Context: an optimization exercise on an open-source flow, tuned for small area, a short achievable clock period and few clock cycles. The choices shown serve that exercise and are no tape-out recipe.
The RTL was checked by simulation tests, not by an equivalence proof against the original design.
No activity file was given, so power comes from the tool's default toggle rates.

==> flow/design.v <==
module hidden_layer (
    input              clk,
    input              clr,
    input              add,
    input      [159:0] w,          
    input      [3:0]   sel,
    output     [15:0]  h_out
);
    reg [159:0] acc;
    reg [29:0]  cy;                
    function [4:0] ripple4(input [3:0] a, input [3:0] b, input ci);
        integer n;
        reg c;
        begin
            c = ci;
            for (n = 0; n < 4; n = n + 1) begin
                ripple4[n] = a[n] ^ b[n] ^ c;
                c = (a[n] & b[n]) | (c & (a[n] ^ b[n]));
            end
            ripple4[4] = c;
        end
    endfunction
    integer j, q;
    reg [15:0] a, b;
    reg [2:0]  c;
    reg [4:0]  s;
    always @(posedge clk) begin
        for (j = 0; j < 10; j = j + 1) begin
            a = clr ? 16'd0 : acc[16*j +: 16];
            b = add ? w[16*j +: 16] : 16'd0;
            c = clr ? 3'd0 : cy[3*j +: 3];
            for (q = 0; q < 4; q = q + 1) begin
                s = ripple4(a[4*q +: 4], b[4*q +: 4], (q == 0) ? 1'b0 : c[q-1]);
                acc[16*j + 4*q +: 4] <= s[3:0];
                if (q < 3)
                    cy[3*j + q] <= s[4];
            end
        end
    end
    integer m;
    reg [15:0] hs;
    reg [2:0]  cs;
    always @(*) begin
        hs = 16'd0;
        cs = 3'd0;
        for (m = 0; m < 10; m = m + 1)
            if (sel == m) begin
                hs = hs | acc[16*m +: 16];
                cs = cs | cy[3*m +: 3];
            end
    end
    assign h_out = hs + {cs[2], 3'd0, cs[1], 3'd0, cs[0], 4'd0};
endmodule
module output_layer (
    input              clk,
    input              reset,
    input              c_in,         
    input              last_in,      
    input      [3:0]   k_in,         
    input      [159:0] w,
    input      [15:0]  hidden_in,    
    output reg [15:0]  node_val,     
    output reg [3:0]   node_k,
    output reg         node_en
);
    reg        c2, last2;
    reg [3:0]  k2;
    reg [15:0] fld, hv;
    integer k;
    reg [15:0] sel;
    always @(*) begin
        sel = 16'd0;
        for (k = 0; k < 10; k = k + 1)
            if (k_in == k) sel = sel | w[16*k +: 16];
    end
    always @(posedge clk or posedge reset) begin
        if (reset) begin
            c2 <= 1'b0;
            last2 <= 1'b0;
            node_en <= 1'b0;
        end else begin
            c2 <= c_in;
            last2 <= last_in;
            node_en <= last2;
        end
    end
    always @(posedge clk) begin
        fld <= sel;
        hv <= c_in ? 16'd1 : hidden_in;
        k2 <= k_in;
        node_val <= (c2 ? 16'd0 : node_val) + fld * hv;
        node_k <= k2;
    end
endmodule
module hardmax (
    input              clk,
    input              reset,
    input              en,           
    input      [15:0]  val,
    input      [3:0]   k,
    output reg [3:0]   max_index,    
    output reg         max_done      
);
    reg [15:0] max_value;
    always @(posedge clk) begin
        if (en && (k == 4'd0 || val > max_value)) begin
            max_value <= val;
            max_index <= k;
        end
    end
    always @(posedge clk or posedge reset) begin
        if (reset)
            max_done <= 1'b0;
        else
            max_done <= en && (k == 4'd9);
    end
endmodule
module fnn_imgclsfctn (
    input          clk,
    input          reset,
    input  [27:0]  input_image,
    output         nxt_inp,
    output [3:0]   outp,
    output         outp_valid,
    output [9:0]   w_addr,
    input  [159:0] w_data
);
    localparam S_B   = 2'd0;    
    localparam S_PIX = 2'd1;    
    localparam S_OUT = 2'd2;    
    reg [1:0]  state;
    reg [3:0]  kcnt;            
    reg [3:0]  icnt;            
    reg [27:0] cur;
    reg [9:0]  base;            
    reg [4:0]  rows;            
    reg        take;
    reg [9:0]  addr_r;
    reg        t0_bias, t0_pix, t0_c, t0_last;
    reg [3:0]  k0, i0;
    assign nxt_inp = take;
    assign w_addr  = addr_r;
    reg [4:0] col;
    integer b;
    always @(*) begin
        col = 5'd0;
        for (b = 27; b >= 0; b = b - 1)
            if (cur[b]) col = b[4:0];
    end
    wire        have = (cur != 28'd0);
    wire        pop  = (state == S_PIX) && have;
    wire [27:0] rem  = pop ? (cur & (cur - 28'd1)) : cur;
    wire        pix_done = (state == S_PIX) && (rem == 28'd0) && (rows == 5'd28);
    reg [1:0]  state_n;
    reg [4:0]  rows_n;
    reg [27:0] cur_n;
    always @(*) begin
        state_n = state;
        case (state)
            S_B:     state_n = S_PIX;
            S_PIX:   if (pix_done) state_n = S_OUT;
            default: if (icnt == 4'd10 && kcnt == 4'd9) state_n = S_B;
        endcase
        rows_n = pix_done ? 5'd0 : take ? rows + 5'd1 : rows;
        cur_n = take ? input_image : rem;
    end
    wire cur_n_le1 = ((cur_n & (cur_n - 28'd1)) == 28'd0);
    wire take_n = !take && (rows_n != 5'd28) &&
                  ((cur_n == 28'd0) || (cur_n_le1 && state_n == S_PIX));
    always @(posedge clk or posedge reset) begin
        if (reset) begin
            state <= S_B;
            kcnt <= 4'd0;
            icnt <= 4'd0;
            cur <= 28'd0;
            rows <= 5'd0;
            take <= 1'b1;
            t0_bias <= 1'b0;
            t0_pix <= 1'b0;
            t0_c <= 1'b0;
            t0_last <= 1'b0;
        end else begin
            state <= state_n;
            rows <= rows_n;
            take <= take_n;
            cur <= cur_n;
            t0_bias <= (state == S_B);
            t0_pix <= pop;
            t0_c <= (state == S_OUT) && (icnt == 4'd0);
            t0_last <= (state == S_OUT) && (icnt == 4'd10);
            if (state == S_OUT) begin
                if (icnt == 4'd10) begin
                    icnt <= 4'd0;
                    kcnt <= (kcnt == 4'd9) ? 4'd0 : kcnt + 4'd1;
                end else
                    icnt <= icnt + 4'd1;
            end
        end
    end
    always @(posedge clk) begin
        if (take)
            base <= (rows == 5'd0) ? 10'd0 : base + 10'd28;
        case (state)
            S_B:     addr_r <= 10'd784;
            S_PIX:   addr_r <= base + {5'd0, col};
            default: addr_r <= (icnt == 4'd0) ? 10'd795 : 10'd784 + {6'd0, icnt};
        endcase
        k0 <= kcnt;
        i0 <= icnt - 4'd1;
    end
    reg       t1_bias, t1_pix, t1_c, t1_last;
    reg [3:0] k1, i1;
    always @(posedge clk or posedge reset) begin
        if (reset) begin
            t1_bias <= 1'b0;
            t1_pix <= 1'b0;
            t1_c <= 1'b0;
            t1_last <= 1'b0;
        end else begin
            t1_bias <= t0_bias;
            t1_pix <= t0_pix;
            t1_c <= t0_c;
            t1_last <= t0_last;
        end
    end
    always @(posedge clk) begin
        k1 <= k0;
        i1 <= i0;
    end
    wire [15:0]  h_val;
    wire [15:0]  node_val;
    wire [3:0]   node_k;
    wire         node_en;
    hidden_layer u_hidden (
        .clk(clk),
        .clr(t1_bias),
        .add(t1_bias | t1_pix),
        .w(w_data),
        .sel(i1),
        .h_out(h_val)
    );
    output_layer u_output (
        .clk(clk),
        .reset(reset),
        .c_in(t1_c),
        .last_in(t1_last),
        .k_in(k1),
        .w(w_data),
        .hidden_in(h_val),
        .node_val(node_val),
        .node_k(node_k),
        .node_en(node_en)
    );
    hardmax u_hardmax (
        .clk(clk),
        .reset(reset),
        .en(node_en),
        .val(node_val),
        .k(node_k),
        .max_index(outp),
        .max_done(outp_valid)
    );
endmodule
==> flow/run.sh <==
#!/bin/bash
# synth_recipe.tcl (not shown) runs the flow's synth.tcl, then flattens the netlist and writes it again
# the make line also repeats each setting of config.mk as NAME=value (left out here)
make -C /OpenROAD-flow-scripts/flow DESIGN_CONFIG=/design/flow/config.mk WORK_HOME=/design/flow/orfs CLKGATE_MAP_FILE= SYNTH_SCRIPT=/design/flow/synth_recipe.tcl finish
==> flow/config.mk <==
export PLATFORM = sky130hd
export DESIGN_NAME = fnn_imgclsfctn
export DESIGN_NICKNAME = fnn_imgclsfctn
export VERILOG_FILES = /design/flow/design.v
export SDC_FILE = /design/flow/constraint.sdc
export NUM_CORES = 4
export LEC_CHECK = 0
export CAP_MARGIN = 20
export CORE_MARGIN = 2
export CORE_UTILIZATION = 40
export SLEW_MARGIN = 20
==> flow/constraint.sdc <==
create_clock -name core_clock -period 24.0 [get_ports {clk}]
set_input_delay 4.8000 -clock core_clock [delete_from_list [all_inputs] [get_ports {clk}]]
set_output_delay 4.8000 -clock core_clock [all_outputs]
set_load 0.01 [all_outputs]
==> results of run 1 <==
-- how the worst max path moves through the flow --
stage,startpoint,end,cells past startpoint
6_report,input_image[2],take$_DFF_PP1_,10
5_1_grt,input_image[2],take$_DFF_PP1_,10
4_1_cts,input_image[2],take$_DFF_PP1_,10
3_5_place_dp,input_image[2],take$_DFF_PP1_,10
3_3_place_gp,input_image[2],take$_DFF_PP1_,10
2_1_floorplan,input_image[2],take$_DFF_PP1_,9
-- power groups by stage --
stage	clock network [mW]	registers [mW]	logic, mW
after floorplan	0	0.926	0.715
after global placement	0	0.973	0.936
after detailed placement	0	0.979	0.985
after CTS	0.667	0.972	0.993
after global routing	0.692	1.00	1.14
final	0.651	0.980	0.981
-- synthesized netlist by cell type, drive strengths merged, types with 55 or more instances --
library cell / instances
nor2b: 99
o21ai: 66
inv: 354
fa: 235
nor2: 79
nand2: 319
and2: 127
dfrtp: 55
dfxtp: 272
ha: 92
clkbuf: 98
a22oi: 97
-- sequential cells by signal (all words and copies together), names as in the netlist, 5 cells and up --
signal               cells
addr_r                  10
u_output.hv             16
u_hardmax.max_value     16
u_output.node_val       16
u_output.fld            16
rows                     5
base                     8
cur                     28
u_hidden.cy             30
u_hidden.acc           160
-- worst max-delay path, stage by stage --
cell and delay (ns):
clkdlybuf4s50_1 0.42, a21oi_1 0.24, o21ai_0 0.25, nor4b_2 0.33, nand3_1 0.27, or4_1 0.57, maj3_2 0.33, nor3_2 0.18
and4b_1 0.20, or3_1 0.11
-- final cells by class --
class / instances / area, sq um / area share, %
clock inverters: 13 / 176 / 0.649
inverters: 354 / 1330 / 4.90
multi-input cells: 1606 / 13500 / 49.8
clock buffers: 63 / 1210 / 4.46
repair buffers: 233 / 2270 / 8.34
well taps: 756 / 946 / 3.48
flip-flops and latches: 356 / 7690 / 28.3
diodes: 6 / 15.0 / 0.0553
-- cells by family (layout without fill, tap and decap cells) --
logic type | count (synthesis) | count (layout) | share of synthesized area [%]
DFF | 356 | 356 | 33.6
muxes | 5 | 5 | 0.230
buffers and inverters | 463 | 663 | 7.64
adders and majority gates | 332 | 332 | 25.8
AOI/OAI and AO/OA | 379 | 379 | 11.7
other | 0 | 6 | 0
and+or+nand+nor | 815 | 815 | 18.1
xor gates and xnor gates | 75 | 75 | 2.87
-- metal layers --
layer | part of all wire (%) | vias up | track usage (%)
met5 | 0.38 | - | 0
met4 | 4.1 | 36 | 9.44
met3 | 7.6 | 179 | 6.09
met2 | 47 | 557 | 36.6
met1 | 41 | 8811 | 28.2
li1 | - | 8268 | -
==> results.txt, run 1 <==
Reg-to-Reg Start=u_output.fld[2]$_DFF_P_; CTS tree=built; syn_area_per_cell=9.44 sq um; clock share of power=24.9%; Fin. Hold Viols=0; GPL Wtd Cong=0.912; CTS sink cnt=356; placed insts=3,304; Cell Count, Final, Fillers Out=3,387; Synth top area share=23.8%; finished layout cell area=27,200 sq um; ys async rst share=15.7%; vias in the first global route=18.8k; cts repair resizes=0; CP Class=input port to register; FF-to-FF setup slack=18.55 ns; Clk Latency, worst-skew pair=0.56 ns; final worst-path cycle share=29.9%; Worst Path Required=24.51 ns; Cell Pwr Density=96.2 nW/um^2; first drt pass iteration count=5; Logic pwr share=37.6%; Unique masters post-synth=72; sequential share of the synthesized area=33.6%; row cnt=87; ranking of synthesized cells by area=dfxtp_1 (24%), fa_1 (21%), dfrtp_1 (6.0%); GR Overflow Total=0; setup TNS=0 ns; synthesis-to-finish area growth=18.7%; PortBufs=205; status=no timing/DRC/antenna violations; Final Power=2.61 mW; Peak VDD IR=81.9 uV; largest net degree at the start of global routing=89; layout cells sized above 1=4.80%; Pleak=12.4 nW; Initial Util=40.5%; commonest non-fill, non-tap cells in the layout=inv_1 (351), nand2_1 (319), dfxtp_1 (272); EDFF count, synth=28; CTS root buf=clkbuf_16; # nets final=3,111; final slew viol count=0; DR iter-0 viols=1,086; GRT Overall Usage=22.5%; fill count=5,268; Vias/cell=5.27; CTS Hold Bufs=0; core area=56,500 sq um; WL/cell=19.4 um; Net Sw Frac=36.9%; startpoint types=input port; die height=243 um; drt drc=0; CP max FO=7; hold_sp=k0[2]$_DFF_P_; CTS H-tree lvls=2; Die X=243 um; dominant cell type by area after synthesis=dfxtp_1; Power Internal=1.65 mW; Worst setup EP type=register; Max Freq=0.139 GHz; # setup viols final=0; most common cell after layout, fill and taps aside=inv_1; Max Cap Viol=0; Flop pwr share=37.5%; Hold WC Path Type=register to register; hold endpoint=k1[2]$_DFF_P_; Switch Pwr=0.965 mW; pre-CTS WS=16.28 ns; io pins=206; unrepaired setup endpoints after global routing=no; synth warn=4; number of routed nets with antenna violations=0; Slew Limit Headroom=29.7%; Mapped Cells=2,425; number of setup buffers added after CTS=0; initial antenna violation count=24; via count=17.9k; placed inst area=25,800 sq um; crit path DAT=7.69 ns; post-route minimum period=7.18 ns; Post-Route Utilization=48.1%; Num CTS Buffers=43; die area=59,200 sq um; Hold Path Depth=0; hold_ws=0.324 ns; Yosys reg bits=356; Critical R2R Capture=u_output.node_val[15]$_DFF_P_; measured slew at the worst slew-check pin=1.04 ns; Detailed Place HPWL=51,700 um; worst-case clock skew=0.0128 ns; Cell Area, Synth=22,900 sq um; Syn Nets=2,942; worst r2r path cells=22; register clock-pin slew on the reported worst setup and hold paths=0.06 ns; first-pass GRT wire length=104,000 um; final worst slack=16.82 ns; clk buf depth=3; Detailed Route WL=65,800 um; prevailing post-synth register cell=dfxtp_1
Testbench counts, summed over its fixed seeds: cycles 13,728.
==> inputs of run 2 (changes only) <==
--- a/flow/design.v
+++ b/flow/design.v
@@ -165,7 +165,7 @@
         cur_n = take ? input_image : rem;
     end
-    wire cur_n_le1 = ((cur_n & (cur_n - 28'd1)) == 28'd0);
+    wire rem_le1 = ((rem & (rem - 28'd1)) == 28'd0);
     wire take_n = !take && (rows_n != 5'd28) &&
-                  ((cur_n == 28'd0) || (cur_n_le1 && state_n == S_PIX));
+                  ((rem == 28'd0) || (rem_le1 && state_n == S_PIX));
     always @(posedge clk or posedge reset) begin
         if (reset) begin
@@ -175,5 +175,5 @@
             cur <= 28'd0;
             rows <= 5'd0;
-            take <= 1'b1;
+            take <= 1'b0;
             t0_bias <= 1'b0;
             t0_pix <= 1'b0;
==> flow/flow/run.sh (new file) <==
#!/bin/bash
# The standard layout, with each port buffered by a buf_2 instead of the
# resizer's default choice (clkdlybuf4s50_1, larger and slower).
set -o pipefail
bash standard.sh "BUFFER_PORTS_ARGS=-buffer_cell sky130_fd_sc_hd__buf_2" finish > standard.log 2>&1
==> flow/standard.sh (new file) <==
#!/bin/bash
# synth_recipe.tcl (not shown) runs the flow's synth.tcl, then flattens the netlist and writes it again
# the make line also repeats each setting of config.mk as NAME=value (left out here)
make -C /OpenROAD-flow-scripts/flow DESIGN_CONFIG=/design/flow/config.mk WORK_HOME=/design/flow/orfs CLKGATE_MAP_FILE= SYNTH_SCRIPT=/design/flow/synth_recipe.tcl "${@:-finish}"
removed: flow/run.sh
==> run 2 against run 1 <==
  * Register-to-register slack worse by 0.04 ns
  * First-iteration DRC count rose by 17%
  * Die area about the same
  * Utilization is 1.9 points lower
  * Non-clock buffer count is 3 lower
  * Count of clock-buffer cells in the layout down 10
  * Maximum frequency is 16% higher
  * Via count is 1.2% lower
  * Flip-flop and latch count is the same
  * Design area shrank 3.9%
  * Worst hold slack improved by 0.0014 ns
==> results.txt, run 2 <==
Yosys reg bits=356; placed insts=3,271; Die X=243 um; EDFF count, synth=28; crit path cell chain=buf_2 > nand2_1 > fa_1 > inv_1 > fa_1 > fa_1 > inv_1 > fa_1 > inv_1; ys async rst share=15.7%; status=no timing/DRC/antenna violations; core area=56,500 sq um; CTS sink cnt=356; largest net degree at the start of global routing=90; Biggest register=u_hidden.acc; measured slew at the worst slew-check pin=0.967 ns; first-pass GRT wire length=103,000 um; CTS Hold Bufs=0; Max Freq=0.162 GHz; GR Overflow Total=0; CP Class=input port to register; CTS H-tree lvls=2; Net Sw Frac=37.8%; unrepaired setup endpoints after global routing=no; final worst-path cycle share=25.7%; setup TNS=0 ns; final slew viol count=0; vias in the first global route=18.3k; commonest non-fill, non-tap cells in the layout=inv_1 (348), nand2_1 (323), dfxtp_1 (272); clock share of power=25.2%; crit path DAT=6.68 ns; # setup viols final=0; cts repair resizes=0; Fin. Hold Viols=0; GPL Wtd Cong=0.912; post-route minimum period=6.18 ns; Cell Area, Synth=22,900 sq um; number of routed nets with antenna violations=0; first drt pass iteration count=6; layout cells sized above 1=13.8%; Power Internal=1.56 mW; Reg-to-Reg Start=u_output.hv[1]$_SDFF_PP0_; fill count=5,422; Top Registers=u_hidden.acc (160), u_hidden.cy (30), cur (28); crit path buf inv count=4; synth warn=4; die area=59,200 sq um; via count=17.6k; register clock-pin slew on the reported worst setup and hold paths=0.06 ns; Hold WC Path Type=register to register; prevailing post-synth register cell=dfxtp_1; Cell Pwr Density=96.1 nW/um^2; Post-Route Utilization=46.2%; most common cell after layout, fill and taps aside=inv_1; Switch Pwr=0.949 mW; Unique masters post-synth=88; Multi-input gate area=13,500 sq um; PortBufs=205; sequential share of the synthesized area=33.5%; Num CTS Buffers=42; number of setup buffers added after CTS=0; CTS root buf=clkbuf_16; initial antenna violation count=21; Peak VDD IR=107 uV; Flop pwr share=39.9%; Slew Limit Headroom=35.5%; top cell family by delay on the critical path=adder cells; die height=243 um; synthesis-to-finish area growth=13.9%; DR iter-0 viols=1,275; hold_ws=0.326 ns; Synth top area share=23.8%; CP max FO=2; Max Cap Viol=0; FF-to-FF setup slack=18.51 ns; worst-case clock skew=0.0352 ns; Cell Count, Final, Fillers Out=3,356; Critical R2R Capture=u_output.node_val[15]$_DFF_P_; sequential cell area=7690 sq um; Detailed Route WL=65,500 um; hold_sp=u_output.k2[3]$_DFF_P_; Logic pwr share=34.9%; row cnt=87; Pleak=12.2 nW; Clk Latency, worst-skew pair=0.58 ns; most common cell type on the critical path=fa_1; Synth top cells by count=inv_1 (349), nand2_1 (323), dfxtp_1 (272); Vias/cell=5.26; CTS tree=built; Worst Path Required=24.50 ns; Worst setup EP type=register; Hold Path Depth=0; startpoint types=input port; slowest CP cell=fa_1; Initial Util=40.6%; io pins=206; hold endpoint=u_output.node_k[3]$_DFF_P_; clk buf depth=3; Syn Nets=2,914; Mapped Cells=2,397; # nets final=3,076; WL/cell=19.5 um; Worst path max stage delay=0.46 ns; Largest register FFs=160; count leader, synth=inv_1; ranking of synthesized cells by area=dfxtp_1 (24%), fa_1 (21%), dfrtp_1 (6.1%); syn_area_per_cell=9.56 sq um; Detailed Place HPWL=50,700 um; dominant cell type by area after synthesis=dfxtp_1; drt drc=0; GRT Overall Usage=22.4%; worst r2r path cells=18
-- run 2: power by group through the flow --
stage / Combinational [mW] / Clock (mW) / Sequential, mW
6_report: 0.876 / 0.631 / 1.00
5_1_grt: 1.04 / 0.669 / 1.02
4_1_cts: 0.888 / 0.644 / 0.995
3_5_place_dp: 0.879 / 0 / 1.00
3_3_place_gp: 0.837 / 0 / 0.998
2_1_floorplan: 0.683 / 0 / 0.934
-- run 2: layer usage --
layer,GRT usage [%],wire length [um],up-vias
met2,37.3,31200,553
met5,0,170,-
met3,4.63,4380,151
met4,8.61,2300,26
li1,-,-,8153
met1,28.5,27400,8758
-- run 2: final cells by class --
type	instances	area share (%)
multi-input cells	1579	51.9
flip-flops and latches	356	29.5
inverters	350	5.04
repair buffers	230	4.65
clock buffers	53	4.57
well taps	756	3.62
clock inverters	24	0.681
diodes	8	0.0767
-- run 2: kinds of logic after synthesis --
logic type	count (synthesis)	share of synthesized area, %
AOI/OAI and AO/OA	371	11.7
xor gates and xnor gates	76	2.90
adders and majority gates	332	25.8
buffers and inverters	462	7.91
DFF	356	33.5
muxes	4	0.289
and+or+nand+nor	796	17.9
-- run 2: stage by stage --
step / power, mW / area (sq um) / setup slack (ns)
2_1_floorplan: 1.62 / 22900 / 17.51
3_3_place_gp: 1.84 / 24700 / 17.27
3_5_place_dp: 1.88 / 24700 / 17.25
4_1_cts: 2.53 / 26100 / 17.84
5_1_grt: 2.73 / 26100 / 17.72
6_report: 2.51 / 26100 / 17.82
-- run 2: how the worst max path moves through the flow --
| stage | slack (ns) | from | to | depth (start not counted) |
|---|---|---|---|---|
| 2_1_floorplan | 17.51 | w_data[100] | u_hidden.acc[103]$_DFF_P_ | 8 |
| 5_1_grt | 17.72 | w_data[56] | u_hidden.acc[59]$_DFF_P_ | 9 |
| 3_3_place_gp | 17.27 | w_data[36] | u_hidden.acc[39]$_DFF_P_ | 9 |
| 6_report | 17.82 | w_data[56] | u_hidden.acc[59]$_DFF_P_ | 9 |
| 4_1_cts | 17.84 | w_data[56] | u_hidden.acc[59]$_DFF_P_ | 9 |
| 3_5_place_dp | 17.25 | w_data[56] | u_hidden.acc[59]$_DFF_P_ | 9 |
Testbench counts of run 2, summed over its fixed seeds: cycles 13,736.
==> inputs of run 3 (changes only) <==
--- a/flow/design.v
+++ b/flow/design.v
@@ -67,4 +67,23 @@
     reg [3:0]  k2;
     reg [15:0] fld, hv;
+    integer d;
+    reg [15:0] prod_pp, prod_neg, mag, pp;
+    reg        b2, b1, b0, one, two, ng;
+    always @(*) begin
+        prod_pp = 16'd0;
+        prod_neg = 16'd0;
+        for (d = 0; d < 8; d = d + 1) begin
+            b2 = hv[2*d+1];
+            b1 = hv[2*d];
+            b0 = (d == 0) ? 1'b0 : hv[2*d-1];
+            one = b1 ^ b0;
+            two = (b2 & ~b1 & ~b0) | (~b2 & b1 & b0);
+            ng = b2 & ~(b1 & b0);
+            mag = ({16{one}} & fld) | ({16{two}} & {fld[14:0], 1'b0});
+            pp = (mag ^ {16{ng}}) << (2*d);
+            prod_pp = prod_pp + pp;
+            prod_neg[2*d] = ng;
+        end
+    end
     integer k;
     reg [15:0] sel;
@@ -89,5 +108,5 @@
         hv <= c_in ? 16'd1 : hidden_in;
         k2 <= k_in;
-        node_val <= (c2 ? 16'd0 : node_val) + fld * hv;
+        node_val <= (c2 ? 16'd0 : node_val) + prod_pp + prod_neg;
         node_k <= k2;
     end
@@ -135,5 +154,6 @@
     reg [9:0]  base;            
     reg [4:0]  rows;            
-    reg        take;
+    reg        ntake;           
+    wire       take = !ntake;
     reg [9:0]  addr_r;
     reg        t0_bias, t0_pix, t0_c, t0_last;
@@ -173,7 +193,6 @@
             kcnt <= 4'd0;
             icnt <= 4'd0;
-            cur <= 28'd0;
             rows <= 5'd0;
-            take <= 1'b0;
+            ntake <= 1'b0;
             t0_bias <= 1'b0;
             t0_pix <= 1'b0;
@@ -183,6 +202,5 @@
             state <= state_n;
             rows <= rows_n;
-            take <= take_n;
-            cur <= cur_n;
+            ntake <= !take_n;
             t0_bias <= (state == S_B);
             t0_pix <= pop;
@@ -199,4 +217,5 @@
     end
     always @(posedge clk) begin
+        cur <= cur_n;
         if (take)
             base <= (rows == 5'd0) ? 10'd0 : base + 10'd28;
--- a/flow/config.mk
+++ b/flow/config.mk
@@ -8,4 +8,6 @@
 export CAP_MARGIN = 20
 export CORE_MARGIN = 2
-export CORE_UTILIZATION = 40
+export CORE_UTILIZATION = 60
+export CTS_CLUSTER_DIAMETER = 100
+export CTS_CLUSTER_SIZE = 20
 export SLEW_MARGIN = 20
==> run 3 against run 2 <==
  * Largest cell class unchanged
  * Clock power decreased by 43%
  * Die area is 35% lower
  * Area after synthesis decreased by 3.3%
  * Non-clock buffer count up 7
  * Via count shrank 2.3%
  * Global-route usage increased by 8.8 points
  * Sequential share of layout area up 1.7 points
==> results.txt, run 3 <==
status=no timing/DRC/antenna violations; Yosys reg bits=356; die area=38,500 sq um; CP Class=register to output port; Top Registers=u_hidden.acc (160), u_hidden.cy (30), cur (28); clk buf depth=3; Num CTS Buffers=21; CTS tree=built; sequential share of the synthesized area=34.0%; Detailed Place HPWL=44,300 um; via count=17.2k; unrepaired setup endpoints after global routing=no; GPL Wtd Cong=0.893; PortBufs=205; post-route minimum period=7.21 ns; count leader, synth=dfxtp_1; Detailed Route WL=58,400 um; Clk Latency, worst-skew pair=0.53 ns; ys async rst share=7.87%; Reg-to-Reg Start=u_output.hv[1]$_SDFF_PP0_; number of routed nets with antenna violations=0; Cell Pwr Density=93.4 nW/um^2; final worst-path cycle share=30.0%; Worst setup EP type=output port; CTS Hold Bufs=0; DR iter-0 viols=1,474; Die X=196 um; syn_area_per_cell=9.63 sq um; core area=36,500 sq um; Largest register FFs=160; Mapped Cells=2,303; Setup crit start=ntake$_DFF_PP0_; worst-case clock skew=0.0200 ns; synthesis-to-finish area growth=9.28%; Biggest register=u_hidden.acc; startpoint types=register; largest net degree at the start of global routing=92; Peak VDD IR=73.7 uV; Fin. Hold Viols=0; register clock-pin slew on the reported worst setup and hold paths=0.09 ns; Worst Path Required=19.20 ns; Final Power=2.26 mW; Synth top cells by count=dfxtp_1 (300), inv_1 (286), nand2_1 (230); final slew viol count=0; layout cells sized above 1=12.8%; most common cell after layout, fill and taps aside=dfxtp_1; EDFF count, synth=28; row cnt=70; io pins=206; Max Freq=0.139 GHz; Cell Area, Synth=22,200 sq um; measured slew at the worst slew-check pin=1.18 ns; # nets final=2,917; synth warn=4; cts repair resizes=0; Unique masters post-synth=87; Pleak=11.2 nW; first-pass GRT wire length=94,500 um; commonest non-fill, non-tap cells in the layout=dfxtp_1 (300), inv_1 (284), nand2_1 (230); ranking of synthesized cells by area=dfxtp_1 (27%), fa_1 (18%), ha_1 (5.0%); drt drc=0; Vias/cell=5.90; Slew Limit Headroom=20.8%; setup TNS=0 ns; Synth top area share=27.1%; initial antenna violation count=4; prevailing post-synth register cell=dfxtp_1; Max Cap Viol=0; die height=196 um; GR Overflow Total=0; Syn Nets=2,776; first drt pass iteration count=6; number of setup buffers added after CTS=0; vias in the first global route=17.4k; crit path DAT=2.41 ns; Hold WC Path Type=register to register; WL/cell=20.0 um; CTS sink cnt=356; CTS root buf=clkbuf_16; GRT Overall Usage=31.2%; CTS H-tree lvls=1; hold_sp=k0[2]$_DFF_P_; CP max FO=32; dominant cell type by area after synthesis=dfxtp_1; # setup viols final=0; Initial Util=60.7%
==> run 3: area by class of cell <==
type | count | area [sq um]
flip-flops and latches | 356 | 7550
multi-input cells | 1539 | 13200
repair buffers | 237 | 1270
well taps | 468 | 586
clock inverters | 1 | 5.00
inverters | 289 | 1080
clock buffers | 29 | 556
diodes | 3 | 7.51
fillers | 3009 | 12300
==> run 3: path summary, 6_finish.rpt <==
check | to | slack, ns | cells past startpoint
setup reg to reg | u_output.node_val[15]$_DFF_P_ | 18.07 | 23
max in group asynchronous | t1_bias$_DFF_PP0_ | 19.26 | 2
min in group asynchronous | rows[1]$_DFF_PP0_ | 4.32 | 2
hold reg to reg | k1[2]$_DFF_P_ | 0.33 | 0
setup / recovery | nxt_inp | 16.79 | 3
hold / removal | k1[2]$_DFF_P_ | 0.33 | 0
==> run 3: logic make-up (layout without fill, tap and decap cells) <==
kind of cell	after synthesis	after routing	synth area share [%]
AOI/OAI and AO/OA	424	424	13.9
DFF	356	356	34.0
muxes	15	15	0.722
other	0	3	0
xor gates and xnor gates	129	129	5.10
adders and majority gates	287	287	22.8
buffers and inverters	408	556	7.03
and+or+nand+nor	684	684	16.4
==> run 3: metal layers <==
layer / GRT usage [%] / vias to the layer above / routed length, um
met5: 0 / - / 0
met4: 7.41 / 0 / 1220
met3: 3.85 / 72 / 4230
met2: 52.0 / 643 / 27800
met1: 43.6 / 8536 / 25200
li1: - / 7989 / -
==> run 3: critical path, cell delays in order (launching register included) <==
cell and delay, ns:
dfrtp_1 1.04, clkinv_1 0.31, buf_4 0.33, buf_2 0.19
==> run 3: power breakdown <==
group	leakage [nW]	switching (mW)	internal, mW
sequential	3.10	0.156	0.828
clock	0.272	0.199	0.162
combinational	7.88	0.522	0.396
total	11.2	0.877	1.39
==> run 3: stage by stage <==
stage                     hold WS [ns]  cells  area, sq um  utilization [%]  worst slack, ns
after floorplan                  0.310   2303        22200                -            17.51
after global placement           0.312   2889        23700             64.8            17.29
after detailed placement         0.312   2889        23700             64.8            17.23
after CTS                        0.335   2919        24200             66.3            16.77
after global routing             0.341   2921        24200             66.3            16.60
final                            0.331   2922        24200             66.3            16.79
Testbench counts of run 3, summed over its fixed seeds: cycles 13,728.
==> inputs of run 4 (changes only) <==
==> flow/flow/run.sh (replaced) <==
#!/bin/bash
# The standard layout, with each port buffered by a buf_2 instead of the
# resizer's default choice (clkdlybuf4s50_1, larger and slower), and the
# resizer's timing repair asked for 18.2 ns of setup slack so that it works
# on the paths that set the achieved period.
set -o pipefail
bash standard.sh "BUFFER_PORTS_ARGS=-buffer_cell sky130_fd_sc_hd__buf_2" "SETUP_SLACK_MARGIN=18.2" finish > standard.log 2>&1
==> run 4 against run 3 <==
  * Highest routed layer unchanged
  * Still clean
  * Count of clock-buffer cells in the layout up 1
  * Flip-flop and latch count unchanged
  * Design area up 4.6%
  * Largest power group is now combinational cells
  * Via count up 0.67%
  * Area after synthesis unchanged
  * Combinational power up 13%
  * Utilization up 3.0 points
  * Critical endpoint unchanged
  * Global-route usage up 1.8 points
  * Non-clock buffer count up 13
  * Sequential share of layout area down 1.3 points
  * Critical path type unchanged
  * Clock power up 3%
==> results.txt, run 4 <==
status=no timing/DRC/antenna violations; Max Cap Viol=0; CTS tree=built; Slew Limit Headroom=22.5%; first-pass GRT wire length=98,400 um; Clk Latency, worst-skew pair=0.54 ns; drt drc=0; die height=196 um; worst-case clock skew=0.0154 ns; Cell Pwr Density=94.6 nW/um^2; GRT Overall Usage=33.0%; Unique masters post-synth=87; post-route minimum period=6.10 ns; ranking of synthesized cells by area=dfxtp_1 (27%), fa_1 (18%), ha_1 (5.0%); CTS root buf=clkbuf_16; Num CTS Buffers=21; CTS sink cnt=356; FF-to-FF setup slack=18.49 ns; unrepaired setup endpoints after global routing=yes; Biggest register=u_hidden.acc; core area=36,500 sq um; # setup viols final=0; final worst-path cycle share=25.4%; register clock-pin slew on the reported worst setup and hold paths=0.08 ns; most common cell after layout, fill and taps aside=dfxtp_1; prevailing post-synth register cell=dfxtp_1; Logic pwr share=43.5%; Synth top cells by count=dfxtp_1 (300), inv_1 (286), nand2_1 (230); CP max FO=2; Peak VDD IR=97.3 uV; Synth top area share=27.1%; Worst setup EP type=output port; clk buf depth=3; via count=17.4k; Cell Count, Final, Fillers Out=2,933; first drt pass iteration count=6; count leader, synth=dfxtp_1; die area=38,500 sq um; CP Class=register to output port; io pins=206; ys async rst share=7.87%; Fin. Hold Viols=0; Largest register FFs=160; Mapped Cells=2,303; placed insts=2,890; initial antenna violation count=1; CTS Hold Bufs=0; Top Registers=u_hidden.acc (160), u_hidden.cy (30), cur (28); Max Freq=0.164 GHz; layout cells sized above 1=25.0%; largest net degree at the start of global routing=89; # nets final=2,930; Vias/cell=5.92; startpoint types=register; Reg-to-Reg Start=u_output.hv[1]$_SDFF_PP0_; critical path capture point=nxt_inp; clock share of power=15.4%; final slew viol count=0; row cnt=70; EDFF count, synth=28; Detailed Route WL=62,900 um; Switch Pwr=0.941 mW; CTS H-tree lvls=1; Detailed Place HPWL=46,700 um; setup TNS=0 ns; Power Internal=1.46 mW; Cell Area, Synth=22,200 sq um; GR Overflow Total=0; worst r2r path cells=26; sequential share of the synthesized area=34.0%; commonest non-fill, non-tap cells in the layout=dfxtp_1 (292), nand2_1 (207), inv_1 (194); PortBufs=205; GPL Wtd Cong=0.925; Worst Path Required=19.20 ns; Hold WC Path Type=register to register; measured slew at the worst slew-check pin=1.16 ns; Flop pwr share=41.1%; Initial Util=60.7%; synthesis-to-finish area growth=14.3%; syn_area_per_cell=9.63 sq um; Yosys reg bits=356; Final Power=2.40 mW; DR iter-0 viols=1,857; synth warn=4; Hold Path Depth=0; Critical R2R Capture=u_output.node_val[15]$_DFF_P_; WL/cell=21.5 um; Pleak=11.3 nW; Net Sw Frac=39.3%; Die X=196 um; Setup crit start=ntake$_DFF_PP0_; vias in the first global route=17.4k; Syn Nets=2,776; crit path DAT=1.30 ns; dominant cell type by area after synthesis=dfxtp_1; number of routed nets with antenna violations=0; Post-Route Utilization=69.4%
run 4: cell counts after synthesis:
Identical to the previous run, type by type.
run 4: kinds of logic (layout without fill, tap and decap cells):
logic type,Yosys count,count (layout),share of synthesized area (%)
AO/OA/AOI/OAI,424,424,13.9
other,0,1,0
flip-flops,356,356,34.0
multiplexers,15,15,0.722
adder cells (fa/ha/maj),287,287,22.8
AND/OR/NAND/NOR,684,684,16.4
XOR/XNOR,129,129,5.10
buffers and inverters,408,569,7.03
run 4: layer usage:
layer,wire (um),vias to the layer above,track usage (%)
met2,28000,743,51.1
li1,-,8027,-
met4,1430,0,7.83
met1,28300,8500,49.2
met3,5120,86,4.61
met5,0,-,0
run 4: worst min-delay path by stage:
| stage | start | endpoint | slack, ns |
|---|---|---|---|
| 6_report | k0[1]$_DFF_P_ | k1[1]$_DFF_P_ | 0.33 |
| 3_5_place_dp | u_output.k2[3]$_DFF_P_ | u_output.node_k[3]$_DFF_P_ | 0.31 |
| 4_1_cts | u_output.k2[1]$_DFF_P_ | u_output.node_k[1]$_DFF_P_ | 0.33 |
| 3_3_place_gp | k0[2]$_DFF_P_ | k1[2]$_DFF_P_ | 0.31 |
| 5_1_grt | u_output.k2[3]$_DFF_P_ | u_output.node_k[3]$_DFF_P_ | 0.34 |
| 2_1_floorplan | i0[0]$_DFF_P_ | i1[0]$_DFF_P_ | 0.31 |
run 4: worst max-delay path, cell delays in order, from the launching register on:
cell	delay, ns
dfrtp_4	0.51
clkinv_4	0.07
buf_12	0.10
buf_6	0.09
run 4: layout make-up:
class,instances,area [sq um]
Sequential cell,356,7560
Inverter,289,1090
Timing Repair Buffer,250,1640
Fill cell,2869,11200
Tap cell,468,586
Antenna cell,1,2.50
Multi-Input combinational cell,1539,13900
Clock buffer,30,579
run 4: power by group through the flow:
| stage | Sequential, mW | Combinational [mW] | Clock [mW] |
|---|---|---|---|
| final | 0.984 | 1.04 | 0.370 |
| after global routing | 1.00 | 1.19 | 0.396 |
| after CTS | 0.975 | 1.03 | 0.374 |
| after detailed placement | 0.983 | 1.01 | 0 |
| after global placement | 0.983 | 0.963 | 0 |
| after floorplan | 0.926 | 0.778 | 0 |
run 4: metrics by stage:
step	setup WS [ns]	cell area (sq um)	hold WS [ns]
6_report	17.90	25300	0.333
5_1_grt	17.86	25300	0.336
4_1_cts	17.89	25100	0.333
3_5_place_dp	17.33	24300	0.315
3_3_place_gp	17.37	24300	0.314
2_1_floorplan	17.68	22800	0.310
run 4: repair_timing:
action / in CTS / in global routing
resized for setup: 39 / 70
gates cloned: 1 / 1
pin swaps: 20 / 26
setup endpoints to repair: 43 / 69
setup buffers: 4 / 6
==> inputs of run 5 (changes only) <==
--- a/flow/design.v
+++ b/flow/design.v
@@ -66,30 +66,38 @@
     reg        c2, last2;
     reg [3:0]  k2;
-    reg [15:0] fld, hv;
+    reg [15:0] fld;
+    reg [7:0]  d_one, d_two, d_neg;    
+    integer k;
+    reg [15:0] sel;
+    always @(*) begin
+        sel = 16'd0;
+        for (k = 0; k < 10; k = k + 1)
+            if (k_in == k) sel = sel | w[16*k +: 16];
+    end
+    integer e;
+    reg [15:0] mplr;
+    reg        b2, b1, b0;
+    reg [7:0]  e_one, e_two, e_neg;
+    always @(*) begin
+        mplr = c_in ? 16'd1 : hidden_in;
+        for (e = 0; e < 8; e = e + 1) begin
+            b2 = mplr[2*e+1];
+            b1 = mplr[2*e];
+            b0 = (e == 0) ? 1'b0 : mplr[2*e-1];
+            e_one[e] = b1 ^ b0;
+            e_two[e] = (b2 & ~b1 & ~b0) | (~b2 & b1 & b0);
+            e_neg[e] = b2 & ~(b1 & b0);
+        end
+    end
     integer d;
-    reg [15:0] prod_pp, prod_neg, mag, pp;
-    reg        b2, b1, b0, one, two, ng;
+    reg [15:0] prod_pp, prod_neg, mag;
     always @(*) begin
         prod_pp = 16'd0;
         prod_neg = 16'd0;
         for (d = 0; d < 8; d = d + 1) begin
-            b2 = hv[2*d+1];
-            b1 = hv[2*d];
-            b0 = (d == 0) ? 1'b0 : hv[2*d-1];
-            one = b1 ^ b0;
-            two = (b2 & ~b1 & ~b0) | (~b2 & b1 & b0);
-            ng = b2 & ~(b1 & b0);
-            mag = ({16{one}} & fld) | ({16{two}} & {fld[14:0], 1'b0});
-            pp = (mag ^ {16{ng}}) << (2*d);
-            prod_pp = prod_pp + pp;
-            prod_neg[2*d] = ng;
-        end
-    end
-    integer k;
-    reg [15:0] sel;
-    always @(*) begin
-        sel = 16'd0;
-        for (k = 0; k < 10; k = k + 1)
-            if (k_in == k) sel = sel | w[16*k +: 16];
+            mag = ({16{d_one[d]}} & fld) | ({16{d_two[d]}} & {fld[14:0], 1'b0});
+            prod_pp = prod_pp + ((mag ^ {16{d_neg[d]}}) << (2*d));
+            prod_neg[2*d] = d_neg[d];
+        end
     end
     always @(posedge clk or posedge reset) begin
@@ -106,5 +114,7 @@
     always @(posedge clk) begin
         fld <= sel;
-        hv <= c_in ? 16'd1 : hidden_in;
+        d_one <= e_one;
+        d_two <= e_two;
+        d_neg <= e_neg;
         k2 <= k_in;
         node_val <= (c2 ? 16'd0 : node_val) + prod_pp + prod_neg;
@@ -145,4 +155,5 @@
     input  [159:0] w_data
 );
+    localparam S_INIT = 2'd3;   
     localparam S_B   = 2'd0;    
     localparam S_PIX = 2'd1;    
@@ -154,6 +165,5 @@
     reg [9:0]  base;            
     reg [4:0]  rows;            
-    reg        ntake;           
-    wire       take = !ntake;
+    reg        take;
     reg [9:0]  addr_r;
     reg        t0_bias, t0_pix, t0_c, t0_last;
@@ -178,7 +188,8 @@
         state_n = state;
         case (state)
+            S_INIT:  state_n = S_B;
             S_B:     state_n = S_PIX;
             S_PIX:   if (pix_done) state_n = S_OUT;
-            default: if (icnt == 4'd10 && kcnt == 4'd9) state_n = S_B;
+            S_OUT:   if (icnt == 4'd10 && kcnt == 4'd9) state_n = S_B;
         endcase
         rows_n = pix_done ? 5'd0 : take ? rows + 5'd1 : rows;
@@ -187,12 +198,12 @@
     wire rem_le1 = ((rem & (rem - 28'd1)) == 28'd0);
     wire take_n = !take && (rows_n != 5'd28) &&
-                  ((rem == 28'd0) || (rem_le1 && state_n == S_PIX));
+                  ((state == S_INIT) || (rem == 28'd0) || (rem_le1 && state_n == S_PIX));
     always @(posedge clk or posedge reset) begin
         if (reset) begin
-            state <= S_B;
+            state <= S_INIT;
             kcnt <= 4'd0;
             icnt <= 4'd0;
             rows <= 5'd0;
-            ntake <= 1'b0;
+            take <= 1'b0;
             t0_bias <= 1'b0;
             t0_pix <= 1'b0;
@@ -202,5 +213,5 @@
             state <= state_n;
             rows <= rows_n;
-            ntake <= !take_n;
+            take <= take_n;
             t0_bias <= (state == S_B);
             t0_pix <= pop;
@@ -221,7 +232,7 @@
             base <= (rows == 5'd0) ? 10'd0 : base + 10'd28;
         case (state)
-            S_B:     addr_r <= 10'd784;
             S_PIX:   addr_r <= base + {5'd0, col};
-            default: addr_r <= (icnt == 4'd0) ? 10'd795 : 10'd784 + {6'd0, icnt};
+            S_OUT:   addr_r <= (icnt == 4'd0) ? 10'd795 : 10'd784 + {6'd0, icnt};
+            default: addr_r <= 10'd784;
         endcase
         k0 <= kcnt;
==> flow/flow/run.sh (replaced) <==
#!/bin/bash
# The standard layout, with each port buffered by a buf_2 instead of the
# resizer's default choice (clkdlybuf4s50_1, larger and slower).
set -o pipefail
bash standard.sh "BUFFER_PORTS_ARGS=-buffer_cell sky130_fd_sc_hd__buf_2" finish > standard.log 2>&1
==> run 5 against run 4 <==
  * Combinational power shrank 9.8%
  * Largest power group is now sequential cells
  * Die area grew 2.8%
  * Synthesized cell count grew 2.4%
  * Sequential power shrank 0.4%
  * Flip-flop and latch count grew 8
  * Still clean on timing, DRC and antenna
==> results.txt, run 5 <==
most common cell after layout, fill and taps aside=dfxtp_1; via count=17.4k; ys async rst share=7.69%; drt drc=0; CP max FO=2; die area=39,600 sq um; CTS root buf=clkbuf_16; EDFF count, synth=28; Die X=199 um; ranking of synthesized cells by area=dfxtp_1 (27%), fa_1 (17%), ha_1 (5.0%); CTS H-tree lvls=1; GPL Wtd Cong=0.896; Worst setup EP type=register; PortBufs=205; Top Registers=u_hidden.acc (160), u_hidden.cy (30), cur (28); measured slew at the worst slew-check pin=0.948 ns; Worst Path Required=24.50 ns; # diodes=0; # setup viols final=0; core area=37,600 sq um; commonest non-fill, non-tap cells in the layout=dfxtp_1 (307), inv_1 (280), nand2_1 (247); WL/cell=19.7 um; Initial Util=60.7%; first-pass GRT wire length=96,100 um; synth warn=4; Synth top area share=27.1%; vias in the first global route=17.9k; Hold WC Path Type=register to register; count leader, synth=dfxtp_1; Mapped Cells=2,358; Max Freq=0.162 GHz; first drt pass iteration count=5; final worst-path cycle share=25.7%; unrepaired setup endpoints after global routing=no; Final Power=2.31 mW; number of routed nets with antenna violations=0; Biggest register=u_hidden.acc; die height=199 um; Largest register FFs=160; Clk Latency, worst-skew pair=0.56 ns; dominant cell type by area after synthesis=dfxtp_1; fill count=3,155; initial antenna violation count=2; largest net degree at the start of global routing=89; Unique masters post-synth=90; worst-case clock skew=0.0199 ns; CTS Hold Bufs=0; Peak VDD IR=75.3 uV; Synth top cells by count=dfxtp_1 (308), inv_1 (280), nand2_1 (247); Fin. Hold Viols=0; crit path DAT=6.66 ns; synthesis-to-finish area growth=9.01%; register clock-pin slew on the reported worst setup and hold paths=0.09 ns; startpoint types=input port; syn_area_per_cell=9.67 sq um; status=no timing/DRC/antenna violations; Yosys reg bits=364; sequential share of the synthesized area=33.8%; CTS sink cnt=364; GR Overflow Total=0; clk buf depth=3; post-route minimum period=6.16 ns; # nets final=2,963; io pins=206; Detailed Route WL=59,200 um; prevailing post-synth register cell=dfxtp_1; Detailed Place HPWL=45,000 um; cts repair resizes=0; Max Cap Viol=0; setup TNS=0 ns; Num CTS Buffers=22; DR iter-0 viols=1,254; Pleak=11.2 nW; Slew Limit Headroom=35.1%; CP Class=input port to register; Syn Nets=2,835; layout cells sized above 1=13.2%; row cnt=71; CTS tree=built; number of setup buffers added after CTS=0; final slew viol count=0; Cell Pwr Density=93.0 nW/um^2; Vias/cell=5.80; Cell Area, Synth=22,800 sq um; GRT Overall Usage=31.1%
-- run 5: changes by cell type in the layout (fill, tap and decap cells not counted), sizes merged, moves of 9 or more --
| cell | previous run | this run |
|---|---|---|
| nand2 | 230 | 248 |
| a221oi | 35 | 22 |
| nand4 | 26 | 35 |
| a22oi | 102 | 148 |
| o21ai | 71 | 80 |
| mux4 | 0 | 10 |
| buf | 248 | 233 |
| a222oi | 31 | 8 |
-- run 5: per-layer routing --
metal / wire length [um] / track usage [%] / up-vias
li1: - / - / 8148
met1: 24600 / 41.4 / 8607
met2: 29100 / 53.6 / 589
met3: 3740 / 3.51 / 96
met4: 1750 / 9.18 / 2
met5: 10 / 0 / -
-- run 5: stage by stage --
step           utilization [%]  hold slack [ns]  instance area [sq um]  setup slack (ns)  instances
4_1_cts                   66.1            0.332                  24800             17.85       3006
5_1_grt                   66.1            0.330                  24800             17.72       3006
2_1_floorplan                -            0.310                  22800             17.51       2358
3_5_place_dp              64.4            0.312                  24200             17.27       2973
3_3_place_gp              64.4            0.311                  24200             17.30       2973
6_report                  66.1            0.320                  24800             17.84       3006
-- run 5: worst paths after layout --
check	endpoint	cells past startpoint	startpoint	slack [ns]
worst min-delay path	i1[3]$_DFF_P_	0	i0[3]$_DFF_P_	0.32
worst min register to register	i1[3]$_DFF_P_	0	i0[3]$_DFF_P_	0.32
max in group asynchronous	state[0]$_DFF_PP1_	3	reset	19.38
min in group asynchronous	u_hardmax.max_done$_DFF_PP0_	3	reset	4.30
worst max-delay path	u_hidden.acc[59]$_DFF_P_	9	w_data[56]	17.84
worst max register to register	u_output.node_val[15]$_DFF_P_	20	u_output.fld[1]$_DFF_P_	18.64
-- run 5: critical path, cell delays in order --
cell and delay (ns):
buf_2 0.13, nand2_1 0.08, fa_1 0.17, inv_1 0.05, fa_1 0.45, fa_1 0.43, inv_1 0.09, fa_1 0.39
inv_1 0.06
-- run 5: area by class of cell --
class                      count  area, sq um  area share (%)
inverter                     282         1060            4.26
multi-input combinational   1583        13600            54.5
timing repair buffer         233         1240            4.97
clock inverter                 1         16.3          0.0655
clock buffer                  32          629            2.53
sequential                   364         7710            31.0
tap                          511          639            2.57
-- run 5: logic make-up after synthesis --
| kind of cell | after synthesis | synth area share, % |
|---|---|---|
| compound gates | 437 | 13.6 |
| xor+xnor | 132 | 5.07 |
| fa+ha+maj | 291 | 22.4 |
| buf+inv | 411 | 6.94 |
| flops | 364 | 33.8 |
| mux | 30 | 1.95 |
| simple gates | 693 | 16.2 |
-- run 5: power breakdown --
| group | switching (mW) | internal, mW |
|---|---|---|
| combinational | 0.528 | 0.411 |
| clock | 0.211 | 0.183 |
| sequential | 0.145 | 0.835 |
Testbench counts of run 5, summed over its fixed seeds: cycles 13,736.
==> inputs of run 6 (changes only) <==
--- a/flow/design.v
+++ b/flow/design.v
@@ -7,5 +7,6 @@
     output     [15:0]  h_out
 );
-    reg [159:0] acc;
+    reg [159:0] nacc;              
+    wire [159:0] acc = ~nacc;
     reg [29:0]  cy;                
     function [4:0] ripple4(input [3:0] a, input [3:0] b, input ci);
@@ -16,5 +17,5 @@
             for (n = 0; n < 4; n = n + 1) begin
                 ripple4[n] = a[n] ^ b[n] ^ c;
-                c = (a[n] & b[n]) | (c & (a[n] ^ b[n]));
+                c = (a[n] & b[n]) | (a[n] & c) | (b[n] & c);
             end
             ripple4[4] = c;
@@ -32,5 +33,5 @@
             for (q = 0; q < 4; q = q + 1) begin
                 s = ripple4(a[4*q +: 4], b[4*q +: 4], (q == 0) ? 1'b0 : c[q-1]);
-                acc[16*j + 4*q +: 4] <= s[3:0];
+                nacc[16*j + 4*q +: 4] <= ~s[3:0];
                 if (q < 3)
                     cy[3*j + q] <= s[4];
==> run 6 against run 5 <==
  * Still clean
  * Global-route usage is 2.3 points higher
  * Sequential share of layout area is 0.38 points higher
  * Flip-flop and latch count unchanged
  * Total power rose by 2.9%
  * Sequential power up 4%
  * Combinational power rose by 3.5%
  * Maximum frequency is 1.4% lower
  * Worst hold slack gained 0.0095 ns
  * Worst setup slack worse by 0.090 ns
  * Via count up 2.0%
==> results.txt, run 6 <==
final worst-path cycle share=26.0%; largest net degree at the start of global routing=108; PortBufs=205; DR iter-0 viols=1,328; # diodes=0; Final Power=2.38 mW; initial antenna violation count=0; Syn Nets=2,820; crit path DAT=6.73 ns; prevailing post-synth register cell=dfxtp_1; unrepaired setup endpoints after global routing=no; hold_ws=0.330 ns; Multi-input gate area=13,500 sq um; commonest non-fill, non-tap cells in the layout=dfxtp_1 (307), inv_1 (244), buf_2 (205); Unique masters post-synth=86; EDFF count, synth=28; number of setup buffers added after CTS=0; CTS sink cnt=364; count leader, synth=dfxtp_1; most common cell type on the critical path=fa_1; drt drc=0; measured slew at the worst slew-check pin=1.05 ns; Worst path max stage delay=0.45 ns; Clk Latency, worst-skew pair=0.56 ns; GRT Overall Usage=33.4%; slowest CP cell=fa_1; GPL Wtd Cong=0.937; die area=39,200 sq um; first drt pass iteration count=8; synthesis-to-finish area growth=8.80%; CTS Hold Bufs=0; Largest register FFs=160; Cell Pwr Density=96.8 nW/um^2; syn_area_per_cell=9.63 sq um; synth warn=4; io pins=206; Initial Util=60.4%; Num CTS Buffers=22; first-pass GRT wire length=100,000 um; worst-case clock skew=0.0240 ns; Die X=198 um; fill count=3,159; Cell Area, Synth=22,600 sq um; dominant cell type by area after synthesis=dfxtp_1; Mapped Cells=2,343; most common cell after layout, fill and taps aside=dfxtp_1; CTS root buf=clkbuf_16; clk buf depth=3; Synth top cells by count=dfxtp_1 (308), inv_1 (244), fa_1 (195); sequential cell area=7720 sq um; post-route minimum period=6.25 ns; startpoint types=input port; setup TNS=0 ns; Fin. Hold Viols=0; CP Class=input port to register; Hold WC Path Type=register to register; Post-Route Utilization=65.7%; final slew viol count=0; Vias/cell=5.97; Detailed Route WL=64,000 um; Max Cap Viol=0; ys async rst share=7.69%; register clock-pin slew on the reported worst setup and hold paths=0.08 ns; Peak VDD IR=65.7 uV; ranking of synthesized cells by area=dfxtp_1 (27%), fa_1 (17%), ha_1 (5.1%); # nets final=2,941; Top Registers=u_hidden.nacc (160), u_hidden.cy (30), cur (28); row cnt=71; Worst setup EP type=register; cts repair resizes=0; layout cells sized above 1=15.2%; crit path cell chain=buf_2 > and2_1 > fa_1 > inv_1 > fa_1 > fa_1 > inv_1 > fa_1 > inv_1; # setup viols final=0; CP max FO=2; WL/cell=21.4 um; die height=198 um; vias in the first global route=17.8k; number of routed nets with antenna violations=0; via count=17.8k; Synth top area share=27.3%; core area=37,400 sq um; sequential share of the synthesized area=34.2%; Detailed Place HPWL=48,900 um; Slew Limit Headroom=29.9%; CTS H-tree lvls=1; CTS tree=built; Pleak=11.0 nW; Biggest register=u_hidden.nacc; Max Freq=0.160 GHz; Worst Path Required=24.49 ns; GR Overflow Total=0; status=no timing/DRC/antenna violations; Yosys reg bits=364
[run 6: cell count changes after synthesis, moves of 11 or more]
cell	before	now
nand2_1	247	157
nor2_1	67	153
or2_2	4	75
o22ai_1	3	55
nor2b_1	106	58
inv_1	280	244
a22oi_1	148	122
nand3_1	33	13
a211oi_1	2	16
nor3b_1	1	14
xor2_1	55	42
mux2_2	16	4
xnor2_1	77	88
[run 6: metal layers]
| metal | track usage, % | share of wire (%) |
|---|---|---|
| met5 | 0 | 0 |
| met4 | 12.6 | 4.1 |
| met3 | 5.67 | 8.2 |
| met2 | 52.9 | 45 |
| met1 | 46.2 | 42 |
[run 6: worst max-delay path: cells and delay by family]
family	cells	cell delay [ns]
buffers and inverters	4	0.32
adders and majority gates	4	1.44
and+or+nand+nor	1	0.16
[run 6: per-stage QoR]
stage	setup slack [ns]	area, sq um	std cells
detailed placement	17.20	23900	2951
global route	17.65	24600	2983
CTS	17.75	24600	2983
global placement	17.23	23900	2951
finish	17.75	24600	2983
floorplan	17.45	22600	2343
[run 6: path summary, 6_finish.rpt]
kind	start	to	slack, ns	depth (start not counted)
max	w_data[24]	u_hidden.nacc[27]$_DFF_P_	17.75	9
min	u_output.k2[2]$_DFF_P_	u_output.node_k[2]$_DFF_P_	0.33	0
max reg2reg	u_output.fld[0]$_DFF_P_	u_output.node_val[15]$_DFF_P_	18.63	20
min reg2reg	u_output.k2[2]$_DFF_P_	u_output.node_k[2]$_DFF_P_	0.33	0
max in group asynchronous	reset	t1_bias$_DFF_PP0_	19.39	3
min in group asynchronous	reset	t1_last$_DFF_PP0_	4.29	3
[run 6: cell families after synthesis]
logic type	Yosys count	share of synthesized area [%]
xor+xnor	130	5.04
compound gates	452	14.1
mux	18	1.15
flops	364	34.2
simple gates	710	16.6
buf+inv	377	6.35
fa+ha+maj	292	22.6
[run 6: final cells by class]
| class | instances | share of cell area [%] |
|---|---|---|
| multi-input combinational | 1602 | 54.8 |
| sequential | 364 | 31.4 |
| inverter | 247 | 3.78 |
| tap | 511 | 2.60 |
| clock inverter | 1 | 0.0662 |
| timing repair buffer | 227 | 4.85 |
| clock buffer | 31 | 2.47 |
[run 6: report_power, final]
part | internal (mW) | leakage [nW] | switching, mW
sequential | 0.843 | 3.17 | 0.174
clock | 0.177 | 0.300 | 0.212
combinational | 0.434 | 7.51 | 0.538
Testbench counts of run 6, summed over its fixed seeds: cycles 13,736.
==> inputs of run 7 (changes only) <==
--- a/flow/design.v
+++ b/flow/design.v
@@ -7,49 +7,42 @@
     output     [15:0]  h_out
 );
-    reg [159:0] nacc;              
-    wire [159:0] acc = ~nacc;
-    reg [29:0]  cy;                
-    function [4:0] ripple4(input [3:0] a, input [3:0] b, input ci);
-        integer n;
-        reg c;
-        begin
-            c = ci;
-            for (n = 0; n < 4; n = n + 1) begin
-                ripple4[n] = a[n] ^ b[n] ^ c;
-                c = (a[n] & b[n]) | (a[n] & c) | (b[n] & c);
-            end
-            ripple4[4] = c;
-        end
-    endfunction
-    integer j, q;
+    reg [159:0] acc;
+    reg [49:0]  cy;                
+    integer j, n;
     reg [15:0] a, b;
-    reg [2:0]  c;
-    reg [4:0]  s;
+    reg [4:0]  c, co;
+    reg [15:0] s;
+    reg        t;
     always @(posedge clk) begin
         for (j = 0; j < 10; j = j + 1) begin
             a = clr ? 16'd0 : acc[16*j +: 16];
             b = add ? w[16*j +: 16] : 16'd0;
-            c = clr ? 3'd0 : cy[3*j +: 3];
-            for (q = 0; q < 4; q = q + 1) begin
-                s = ripple4(a[4*q +: 4], b[4*q +: 4], (q == 0) ? 1'b0 : c[q-1]);
-                nacc[16*j + 4*q +: 4] <= ~s[3:0];
-                if (q < 3)
-                    cy[3*j + q] <= s[4];
+            c = clr ? 5'd0 : cy[5*j +: 5];
+            t = 1'b0;
+            for (n = 0; n < 16; n = n + 1) begin
+                if (n % 3 == 0 && n > 0) begin
+                    co[n/3 - 1] = t;
+                    t = c[n/3 - 1];
+                end
+                s[n] = a[n] ^ b[n] ^ t;
+                t = (a[n] & b[n]) | (t & (a[n] ^ b[n]));
             end
+            acc[16*j +: 16] <= s;
+            cy[5*j +: 5] <= co;
         end
     end
     integer m;
     reg [15:0] hs;
-    reg [2:0]  cs;
+    reg [4:0]  cs;
     always @(*) begin
         hs = 16'd0;
-        cs = 3'd0;
+        cs = 5'd0;
         for (m = 0; m < 10; m = m + 1)
             if (sel == m) begin
                 hs = hs | acc[16*m +: 16];
-                cs = cs | cy[3*m +: 3];
+                cs = cs | cy[5*m +: 5];
             end
     end
-    assign h_out = hs + {cs[2], 3'd0, cs[1], 3'd0, cs[0], 4'd0};
+    assign h_out = hs + {cs[4], 2'd0, cs[3], 2'd0, cs[2], 2'd0, cs[1], 2'd0, cs[0], 3'd0};
 endmodule
 module output_layer (
==> run 7 against run 6 <==
  * Still clean on timing, DRC and antenna
  * Synthesized cell count rose by 5.7%
  * Utilization rose by 0.76 points
  * Worst setup slack improved by 0.29 ns
  * Combinational power fell by 1%
  * Worst hold slack improved by 0.0015 ns
  * Sequential power rose by 4%
  * Sequential share of layout area rose by 0.053 points
  * Via count rose by 4.2%
  * Design area rose by 5.0%
  * Total power rose by 1.8%
  * Critical path type is now register to output port
==> results.txt, run 7 <==
status=no timing/DRC/antenna violations; Worst path max stage delay=0.43 ns; crit path DAT=1.16 ns; post-route minimum period=5.96 ns; top cell family by delay on the critical path=flip-flops; measured slew at the worst slew-check pin=1.07 ns; CTS sink cnt=384; CP max FO=2; Yosys reg bits=384; Setup crit start=take$_DFF_PP0_; Worst setup EP type=output port; first-pass GRT wire length=104,000 um; hold_ws=0.331 ns; Cell Area, Synth=23,700 sq um; CP Class=register to output port; CTS Hold Bufs=0; GPL Wtd Cong=0.933; Detailed Route WL=66,600 um; initial antenna violation count=7; die area=41,100 sq um; EDFF count, synth=28; Biggest register=u_hidden.acc; drt drc=0; number of routed nets with antenna violations=0; clk buf depth=3; Num CTS Buffers=23; Max Freq=0.168 GHz; Hold Path Depth=0; most common cell after layout, fill and taps aside=inv_1; # nets final=3,077; Synth top cells by count=inv_1 (348), dfxtp_1 (328), fa_1 (195); count leader, synth=inv_1; Die X=203 um; crit path cell chain=buf_2; core area=38,800 sq um; dominant cell type by area after synthesis=dfxtp_1; final worst slack=18.04 ns; slowest CP cell=dfrtp_2; ranking of synthesized cells by area=dfxtp_1 (28%), fa_1 (16%), inv_1 (5.5%); Unique masters post-synth=85; prevailing post-synth register cell=dfxtp_1; Initial Util=61.1%; Syn Nets=2,954; hold endpoint=k1[0]$_DFF_P_; finished layout cell area=25,800 sq um; final worst-path cycle share=24.8%; Largest register FFs=160; layout cells sized above 1=11.5%; CTS H-tree lvls=1; vias in the first global route=18.5k; Reg-to-Reg Start=u_output.fld[0]$_DFF_P_; Hold WC Path Type=register to register; Peak VDD IR=84.4 uV; DR iter-0 viols=1,637; FF-to-FF setup slack=18.29 ns; GR Overflow Total=0; GRT Overall Usage=32.6%; commonest non-fill, non-tap cells in the layout=inv_1 (347), dfxtp_1 (327), buf_2 (205); via count=18.5k; WL/cell=21.3 um; CTS root buf=clkbuf_16; startpoint types=register; Critical R2R Capture=u_output.node_val[15]$_DFF_P_; first drt pass iteration count=9; Fin. Hold Viols=0; largest net degree at the start of global routing=115; worst-case clock skew=0.0301 ns; hold_sp=k0[0]$_DFF_P_; Clk Latency, worst-skew pair=0.58 ns; Cell Pwr Density=93.8 nW/um^2; setup TNS=0 ns; PortBufs=205; row cnt=72; cts repair resizes=0; pre-CTS WS=17.55 ns; # setup viols final=0; Synth top area share=27.7%; final slew viol count=0; sequential share of the synthesized area=34.2%; Slew Limit Headroom=28.6%; Detailed Place HPWL=50,200 um; crit path buf inv count=1; io pins=206; syn_area_per_cell=9.58 sq um; CTS tree=built; die height=203 um; Pleak=12.0 nW; Mapped Cells=2,476; synthesis-to-finish area growth=8.75%; ys async rst share=7.29%; worst r2r path cells=21; Max Cap Viol=0; Top Registers=u_hidden.acc (160), u_hidden.cy (50), cur (28); number of setup buffers added after CTS=0; placed inst area=25,100 sq um; register clock-pin slew on the reported worst setup and hold paths=0.08 ns; Vias/cell=5.93; Post-Route Utilization=66.4%; unrepaired setup endpoints after global routing=no; Worst Path Required=19.20 ns; synth warn=4
## run 7: final cells by class
class / instances / area [sq um]
Inverter: 349 / 1310
Clock inverter: 3 / 26.3
Timing Repair Buffer: 231 / 1220
Tap cell: 518 / 648
Fill cell: 3205 / 13000
Clock buffer: 30 / 602
Multi-Input combinational cell: 1610 / 13900
Antenna cell: 5 / 12.5
Sequential cell: 384 / 8120
## run 7: how the worst max path moves through the flow
stage                               endpoint  slack (ns)  cells past startpoint
2_1_floorplan      u_hidden.acc[114]$_DFF_P_       17.81                      6
3_3_place_gp         u_hidden.acc[2]$_DFF_P_       17.55                      7
3_5_place_dp       u_hidden.acc[126]$_DFF_P_       17.55                      8
4_1_cts                              nxt_inp       18.02                      1
5_1_grt        u_output.node_val[15]$_DFF_P_       17.96                     21
6_report                             nxt_inp       18.04                      1
## run 7: routing by layer
layer | vias to the layer above | wire length, um | GRT usage (%)
li1 | 8503 | - | -
met1 | 9110 | 28600 | 46.0
met2 | 800 | 29700 | 51.0
met3 | 129 | 5920 | 6.08
met4 | 6 | 2250 | 10.4
met5 | - | 34 | 0
## run 7: kinds of logic (layout without fill, tap and decap cells)
family / after synthesis / count (layout) / synth area share [%]
AND/OR/NAND/NOR: 703 / 703 / 16.5
buffers and inverters: 482 / 613 / 7.76
AO/OA/AOI/OAI: 454 / 454 / 13.9
flip-flops: 384 / 384 / 34.2
adder cells (fa/ha/maj): 290 / 290 / 21.5
XOR/XNOR: 136 / 136 / 5.02
multiplexers: 27 / 27 / 1.17
other: 0 / 5 / 0
## run 7: per-stage QoR
stage,power [mW],std cells
6_report,2.42,3130
5_1_grt,2.62,3129
4_1_cts,2.42,3125
3_5_place_dp,2.01,3092
3_3_place_gp,1.96,3092
2_1_floorplan,1.71,2476
## run 7: where the power goes
| part | internal [mW] | switching [mW] |
|---|---|---|
| registers | 0.889 | 0.169 |
| clock network | 0.178 | 0.225 |
| logic | 0.403 | 0.556 |
| total | 1.47 | 0.950 |
Testbench counts of run 7, summed over its fixed seeds: cycles 13,736.

[port drivers added, routing unchanged]
The flow's constraints put no driver on any port. The routed layouts listed below were extracted and timed again, unchanged, in two steps. Step 1 (the two cells are an assumption about what drives the block):
set clk [get_ports {clk}]
set_driving_cell -lib_cell sky130_fd_sc_hd__clkbuf_16 $clk
set_driving_cell -lib_cell sky130_fd_sc_hd__buf_2 [delete_from_list [all_inputs] $clk]
Step 2 also shifts input and output timing later by t, the mid clock arrival at the registers, as if the neighbouring blocks saw the same clock. a / b / c = ideal / step 1 / step 2; a / b = the first two.
run | t (ns) | slack for setup (ns) | worst setup path at the end | slew at the worst register clock pin (ns)
run 1 | 0.617 | 16.818 / 16.855 / 16.239 | input to register | 0.06 / 0.06
run 2 | 0.626 | 17.823 / 17.863 / 17.237 | input to register | 0.07 / 0.07
run 3 | 0.579 | 16.793 / 16.737 / 17.242 | input to register | 0.09 / 0.09
run 4 | 0.589 | 17.897 / 17.842 / 17.416 | input to register | 0.09 / 0.09
run 5 | 0.605 | 17.841 / 17.863 / 17.258 | input to register | 0.09 / 0.09
run 6 | 0.606 | 17.752 / 17.785 / 17.179 | input to register | 0.10 / 0.10
run 7 | 0.627 | 18.039 / 17.981 / 17.506 | input to register | 0.09 / 0.09
After both steps setup and hold are still met in every run listed. The setup slack of run 2, which loses most, moves by +0.040 ns with the drivers and by -0.586 ns with both steps.
